Source: an optimization exercise on an open RTL-to-GDS flow (aim: small area). Production flows keep margins and buffers that such runs may drop.
Where RTL was checked, it was by simulation tests only, not by an equivalence proof against the original.
The flow treats the clock pin as an ideal source, which a real chip does not have.
Power is estimated from default activity; no workload was simulated.

Setup of build 56:
Design Top_Module, start of the top module:
module Top_Module (
        input clk, reset, btn, btn1, btn2, btn3,
        output [11:0] redgrnblu,
        output hsync, vsync,
        output [6:0] seg1, seg2
        );
        function [9:0] updn10(input [9:0] x, input up, input dn);
                integer i;
                reg o, z;
                begin
                        o = 1'b1;
                        z = 1'b1;
                        for (i = 0; i < 10; i = i + 1) begin
                                updn10[i] = x[i] ^ ((up & o) | (dn & z));
                                o = o & x[i];
                                z = z & ~x[i];
                        end
                end
        endfunction
        function [9:0] subn10(input [9:0] x, input [9:0] yn);
                integer i;
                reg c;
                begin
                        c = 1'b1;
                        for (i = 0; i < 10; i = i + 1) begin
                                subn10[i] = x[i] ^ yn[i] ^ c;
                                c = (x[i] & yn[i]) | ((x[i] ^ yn[i]) & c);
                        end
                end
        endfunction
        function gt10(input [9:0] x, input [9:0] y);
                integer i;
                reg g;
                begin
                        g = 1'b0;
                        for (i = 0; i < 10; i = i + 1)
                                g = (x[i] & ~y[i]) | (~(x[i] ^ y[i]) & g);
                        gt10 = g;
                end
        endfunction
        reg  [9:0] a, v;
        reg        b;
        reg  [4:0] c5;
  ...
==> module Top_Module, before the edit <==
module Top_Module (
        input clk, reset, btn, btn1, btn2, btn3,
        output [11:0] redgrnblu,
        output hsync, vsync,
        output [6:0] seg1, seg2
        );
        function [9:0] updn10(input [9:0] x, input up, input dn);
                integer i;
                reg o, z;
                begin
                        o = 1'b1;
                        z = 1'b1;
                        for (i = 0; i < 10; i = i + 1) begin
                                updn10[i] = x[i] ^ ((up & o) | (dn & z));
                                o = o & x[i];
                                z = z & ~x[i];
                        end
                end
        endfunction
        function [9:0] subn10(input [9:0] x, input [9:0] yn);
                integer i;
                reg c;
                begin
                        c = 1'b1;
                        for (i = 0; i < 10; i = i + 1) begin
                                subn10[i] = x[i] ^ yn[i] ^ c;
                                c = (x[i] & yn[i]) | ((x[i] ^ yn[i]) & c);
                        end
                end
        endfunction
        function gt10(input [9:0] x, input [9:0] y);
                integer i;
                reg g;
                begin
                        g = 1'b0;
                        for (i = 0; i < 10; i = i + 1)
                                g = (x[i] & ~y[i]) | (~(x[i] ^ y[i]) & g);
                        gt10 = g;
                end
        endfunction
        reg  [9:0] a, v;
        reg        b;
        reg  [4:0] c5;
        reg  [9:0] xbn;            
        reg  [8:0] yb;             
        reg        dx, dy;         
        reg  [8:0] t1n, t2n;       
        reg  [2:0] s1, s2;
        reg        pend1, pend2;
        reg        hit;
        reg  [2:0] col;            
        wire [9:0] xb = ~xbn;
        wire [8:0] t1 = ~t1n, t2 = ~t2n;
        wire       a_end    = a[9] & a[8] & a[4] & a[3] & a[1] & a[0];    
        wire       line_end = b & a_end;
        wire [9:0] a_nx     = line_end ? 10'd0 : updn10(a, b, 1'b0);
        wire       v_end    = v[9] & v[1];                                
        wire [9:0] v_nx     = (line_end & v_end) ? 10'd0 : updn10(v, line_end, 1'b0);
        wire       c5_inc   = b & a[1] & a[0];
        wire       tick     = c5_inc & (&c5);
        wire [9:0] c5_nx    = updn10({5'd0, c5}, c5_inc, 1'b0);
        assign hsync = (a[9:3] == 7'b1010111) | (a[9:5] == 5'b10110);
        assign vsync = (&v[8:5]) & ~(|v[4:1]);
        wire video = ~(a_nx[9] & (a_nx[8] | a_nx[7])) & ~(v_nx[9] | (&v_nx[8:5]));
        wire blank   = (s1 == 3'd7);
        wire win1    = (s1 == 3'd5);
        wire win2    = (s2 == 3'd5);
        wire playing = ~blank & ~win1 & ~win2;
        wire px1 = (a_nx[9:5] == 5'd0) & a_nx[4] & (a_nx[3] | a_nx[2])
                 | (a_nx[9:2] == 8'd8) | (a_nx == 10'd36);
        wire px2 = (a_nx[9:2] == 8'd151) | (a_nx[9:3] == 7'd76) | (a_nx[9:2] == 8'd154) | (a_nx == 10'd620);
        wire pxa = px1 | px2;
        wire xr = xb[9] & xb[6] & (xb[5] | (xb[4] & xb[3] & xb[2] & (xb[1] | xb[0])));    
        wire xl = gt10(10'd36, xb);
        wire [8:0] pa  = pxa ? v_nx[8:0] : yb;
        wire       sl1 = pxa ? px1 : xl;
        wire [8:0] pbn = sl1 ? t1n : t2n;
        wire [9:0] p   = {1'b0, pa} + {1'b1, pbn} + 10'd1;
        wire pin = ~p[8] & ~p[7] & ~(p[6] & (p[5] | p[4]));
        wire hit_nx = pxa ? hit : ((xl | xr) & pin & (p[8:0] != 9'd0));
        wire edge_y = (yb[8:4] == 5'd0) & yb[3] & ~yb[2] & ~yb[1] | (yb[8] & yb[7] & yb[6] & yb[4] & yb[2] & yb[1] & yb[0]);
        wire dy1 = dy ^ edge_y;
        wire dx1 = dx ^ hit;
        wire sc1 = xb[9] & xb[6] & xb[5] & xb[4] & xb[3];    
        wire sc2 = (xb == 10'd0);
        wire step = tick & playing;
        wire mv   = step & ~sc1 & ~sc2;
        wire srv  = step & (sc1 | sc2);
        wire [9:0] xbn_mv = updn10(xbn, mv & ~dx1, mv & dx1);
        wire [9:0] yb_mv  = updn10({1'b0, yb}, mv & dy1, mv & ~dy1);
        wire t1_up = ~btn  & (t1 != 9'd0);
        wire t1_dn = ~btn1 & ~(t1[8] & t1[7] & t1[4]);      
        wire t2_up = ~btn2 & (t2 != 9'd0);
        wire t2_dn = ~btn3 & ~(t2[8] & t2[7] & t2[4]);
        wire m1u = tick & t1_up;
        wire m1d = tick & ~t1_up & t1_dn;
        wire m2u = tick & ~t1_up & ~t1_dn & t2_up;
        wire m2d = tick & ~t1_up & ~t1_dn & ~t2_up & t2_dn;
        wire [9:0] t1n_nx = updn10({1'b0, t1n}, m1u, m1d);
        wire [9:0] t2n_nx = updn10({1'b0, t2n}, m2u, m2d);
        wire [9:0] zx = a_nx + xbn + 10'd9;        
        wire [9:0] zy = {1'b0, v_nx[8:0]} + {1'b1, ~yb} + 10'd9;    
        wire ball_x = (zx[9:5] == 5'd0) & (~zx[4] | (zx[3:0] == 4'd0)) & (xb[9:3] != 7'd0);
        wire ball_y = (zy[8:5] == 4'd0) & (~zy[4] | (zy[3:0] == 4'd0));
        wire ball_on = ball_x & ball_y;
        wire pdl1_on = px1 & pin;
        wire pdl2_on = px2 & pin;
        reg [2:0] col_nx;
        always @* begin
                if (blank) col_nx = 3'b000;
                else if (win1) col_nx = 3'b100;
                else if (win2) col_nx = 3'b001;
                else if (pdl2_on) col_nx = 3'b001;
                else if (pdl1_on) col_nx = 3'b100;
                else if (ball_on) col_nx = 3'b011;
                else col_nx = 3'b111;
        end
        always @(posedge clk) begin
                hit <= hit_nx;
                if (!reset) begin
                        a <= 0; b <= 0; v <= 0; c5 <= 0;
                        xbn <= ~10'd320; yb <= 9'd240; dx <= 1'b1; dy <= 1'b1;
                        t1n <= ~9'd200; t2n <= ~9'd200;
                        s1 <= 3'd7; s2 <= 3'd7; pend1 <= 1'b0; pend2 <= 1'b0;
                        col <= 3'b000;
                end else begin
                        b <= ~b;
                        a <= a_nx;
                        v <= v_nx;
                        c5 <= c5_nx[4:0];
                        s1 <= blank ? 3'd0 : s1 + {2'd0, pend1};
                        s2 <= blank ? 3'd0 : s2 + {2'd0, pend2};
                        pend1 <= step & sc1;
                        pend2 <= step & sc2;
                        xbn <= srv ? ~10'd320 : xbn_mv;
                        yb  <= srv ? 9'd240 : yb_mv[8:0];
                        if (step) begin
                                dx <= dx1 ^ srv;
                                dy <= dy1 ^ srv;
                        end
                        t1n <= t1n_nx[8:0];
                        t2n <= t2n_nx[8:0];
                        col <= col_nx;
                end
        end
        wire r  = video & col[2];
        wire g  = video & col[1];
        wire bl = video & col[0];
        assign redgrnblu = {r, r, r, r, g, g, g, g, bl, bl, bl, bl};
        function [6:0] seg7(input [2:0] s);
                case (s)
                        3'd0: seg7 = 7'b1000000;
                        3'd1: seg7 = 7'b1111001;
                        3'd2: seg7 = 7'b0100100;
                        3'd3: seg7 = 7'b0110000;
                        3'd4: seg7 = 7'b0011001;
                        3'd5: seg7 = 7'b0010010;
                        default: seg7 = 7'b1111111;
                endcase
        endfunction
        assign seg1 = seg7(s1);
        assign seg2 = seg7(s2);
endmodule
clock: 8.0 ns
lec_check: 0
cap_margin: 20
core_margin: 2
core_utilization: 75
slew_margin: 20
standard.sh (not shown) runs the stock make flow with config.mk's settings and CLKGATE_MAP_FILE= SYNTH_SCRIPT=/design/flow/synth_recipe.tcl, a recipe that flattens the netlist after the stock synthesis.
==> flow/flow/run.sh <==
#!/bin/bash
# Own layout flow: the standard synthesis, then the combinational logic of
# its netlist is re-mapped for area by Yosys/ABC (flip-flops kept as they are,
# same names and cells), checked equivalent to the standard netlist, and laid
# out with the standard ORFS steps using small port buffers and a clock tree
# without dummy loads whose buffers are then shrunk while the clock slew allows.
set -uo pipefail
HERE=$PWD
R=$HERE/orfs/results/sky130hd/Top_Module/base
LIB=$FLOW_HOME/platforms/sky130hd/lib/sky130_fd_sc_hd__tt_025C_1v80.lib
FLOWDIR=$HERE/flow
CTS_BUF=sky130_fd_sc_hd__clkbuf_8
MY_CTS_ARGS=""
SHRINK_CLOCK_TREE=1
export MY_CLK_SLEW=0.105
export MY_CLK_LEAVES=8
if [[ -f $FLOWDIR/params.sh ]]; then source $FLOWDIR/params.sh; fi
MY_CTS_ARGS=${MY_CTS_ARGS:-"-sink_clustering_enable -repair_clock_nets -dont_use_dummy_load -buf_list $CTS_BUF"}

bash standard.sh $R/1_2_yosys.v > $HERE/synth_standard.log 2>&1 || exit 1
cp $R/1_2_yosys.v $HERE/netlist_standard.v

# several ABC runs in parallel (deepsyn seeds, each stopping after 500 steps
# without improvement, plus plain amap); keep the smallest netlist that is
# proven equivalent to the standard one
SCRIPTS=(
  "+strash;&get,-n;&deepsyn,-J,500,-S,0;&put;dch,-f;amap;"
  "+strash;&get,-n;&deepsyn,-J,500,-S,1;&put;dch,-f;amap;"
  "+strash;&get,-n;&deepsyn,-J,500,-S,2;&put;dch,-f;amap;"
  "+strash;&get,-n;&deepsyn,-J,500,-S,3;&put;dch,-f;amap;"
  "+strash;&get,-n;&deepsyn,-J,500,-S,4;&put;dch,-f;amap;"
  "+strash;&get,-n;&deepsyn,-J,500,-S,5;&put;dch,-f;amap;"
  "+strash;&get,-n;&deepsyn,-J,500,-S,6;&put;dch,-f;amap;"
  "+strash;&get,-n;&deepsyn,-J,500,-S,7;&put;dch,-f;amap;"
  "+strash;dch,-f;amap;"
)
JOBS=${NUM_CORES:-4}
for i in "${!SCRIPTS[@]}"; do
  LIB=$LIB ABCSCR="${SCRIPTS[$i]}" IN_V=$HERE/netlist_standard.v OUT_V=$HERE/netlist_reopt_$i.v \
    yosys -c $FLOWDIR/reopt.tcl > $HERE/reopt_$i.log 2>&1 &
  if (( (i + 1) % JOBS == 0 )); then wait; fi
done
wait
best=""; best_area=""
for i in "${!SCRIPTS[@]}"; do
  area=$(grep "Chip area" $HERE/reopt_$i.log | tail -1 | awk '{print $NF}')
  [[ -z "$area" ]] && continue
  if LIB=$LIB A_V=$HERE/netlist_standard.v B_V=$HERE/netlist_reopt_$i.v yosys -c $FLOWDIR/eqv.tcl > $HERE/equiv_$i.log 2>&1; then
    echo "script $i area $area equivalent" >> $HERE/netlist_choice.log
    if [[ -z "$best" ]] || awk "BEGIN{exit !($area < $best_area)}"; then best=$i; best_area=$area; fi
  else
    echo "script $i area $area NOT proven equivalent" >> $HERE/netlist_choice.log
  fi
done
if [[ -n "$best" ]]; then
  cp $HERE/netlist_reopt_$best.v $R/1_2_yosys.v
  echo "using re-mapped netlist $best (area $best_area)" >> $HERE/netlist_choice.log
else
  echo "no re-mapped netlist proven equivalent; using the standard netlist" >> $HERE/netlist_choice.log
fi

POST_CTS=""
if [[ $SHRINK_CLOCK_TREE == 1 ]]; then POST_CTS="POST_CTS_TCL=$FLOWDIR/post_cts.tcl"; fi
bash standard.sh finish $POST_CTS \
  BUFFER_PORTS_ARGS="-buffer_cell sky130_fd_sc_hd__buf_1" \
  CTS_ARGS="$MY_CTS_ARGS" \
  > $HERE/layout_standard.log 2>&1
Other scripts of this flow, unchanged in this note and not shown: flow/flow/eqv.tcl, flow/flow/post_cts.tcl, flow/flow/reopt.tcl
Input changes introduced in build 70 (baseline for comparison: build 56):
--- a/flow/design.v
+++ b/flow/design.v
@@ -78,5 +78,5 @@
         wire [9:0] p   = {1'b0, pa} + {1'b1, pbn} + 10'd1;
         wire pin = ~p[8] & ~p[7] & ~(p[6] & (p[5] | p[4]));
-        wire hit_nx = pxa ? hit : ((xl | xr) & pin & (p[8:0] != 9'd0));
+        wire hit_nx = (pxa & hit) | (~pxa & (xl | xr) & pin & (p[8:0] != 9'd0));
         wire edge_y = (yb[8:4] == 5'd0) & yb[3] & ~yb[2] & ~yb[1] | (yb[8] & yb[7] & yb[6] & yb[4] & yb[2] & yb[1] & yb[0]);
         wire dy1 = dy ^ edge_y;
### Flow results
From build 56 to build 70 the numbers moved as follows: total power draw grew by about 0.3%, relative slew slack now sits lower. Compared to build 56, build 70 has total core area about 0.6% higher. Per the comparison of build 70 with build 56, final routed wirelength across all metal layers rose by 1.7%, synthesized area went up by about 1.1%, utilization climbed 0.48 points, setup slack dropped 0.70 ns. Against build 56, cell leakage power in build 70 came out worse. Build 56 and build 70 ended up with nearly the same area growth from synthesis to layout. Build 56 and build 70 ended up with nearly the same number of violations of the max-capacitance limit. Of the two values seen for critical path endpoint, col[2] was produced by build 56 and col[1] by build 70. When build 70 is measured against build 56, its cell area after layout turns out about 1.2% higher. Build 70 vs build 56: final standard cell count with taps included and fillers excluded up in build 70.
No functional check of the RTL was part of build 70.

-- re-timing with driven ports --
Ports are ideal in the flow. The routed layouts listed here were re-timed in OpenROAD. Step 1 sets driving cells, clkbuf_16 on the clock port and buf_2 on the other inputs (assumed; they add their load-dependent delay and slew). Step 2, shift: input delay + t, output delay - t, t = (earliest + latest rising clock arrival at the registers) / 2. This alone moves slack from input paths to output paths. Three values: ideal ports, drivers, drivers and shift; two values: the first two.
| run | t (ns) | slack for setup (ns) | latest minus earliest clock arrival (ns) | slew at the worst register clock pin (ns) | pins driven straight from the clock port |
|---|---|---|---|---|---|
| build 56 | 0.442 | 2.678 / 2.678 / 2.678 | 0.033 / 0.033 | 0.11 / 0.11 | 1 |
| build 70 | 0.538 | 1.979 / 1.979 / 1.979 | 0.034 / 0.034 | 0.11 / 0.11 | 1 |
After both steps every run listed still meets setup and hold.
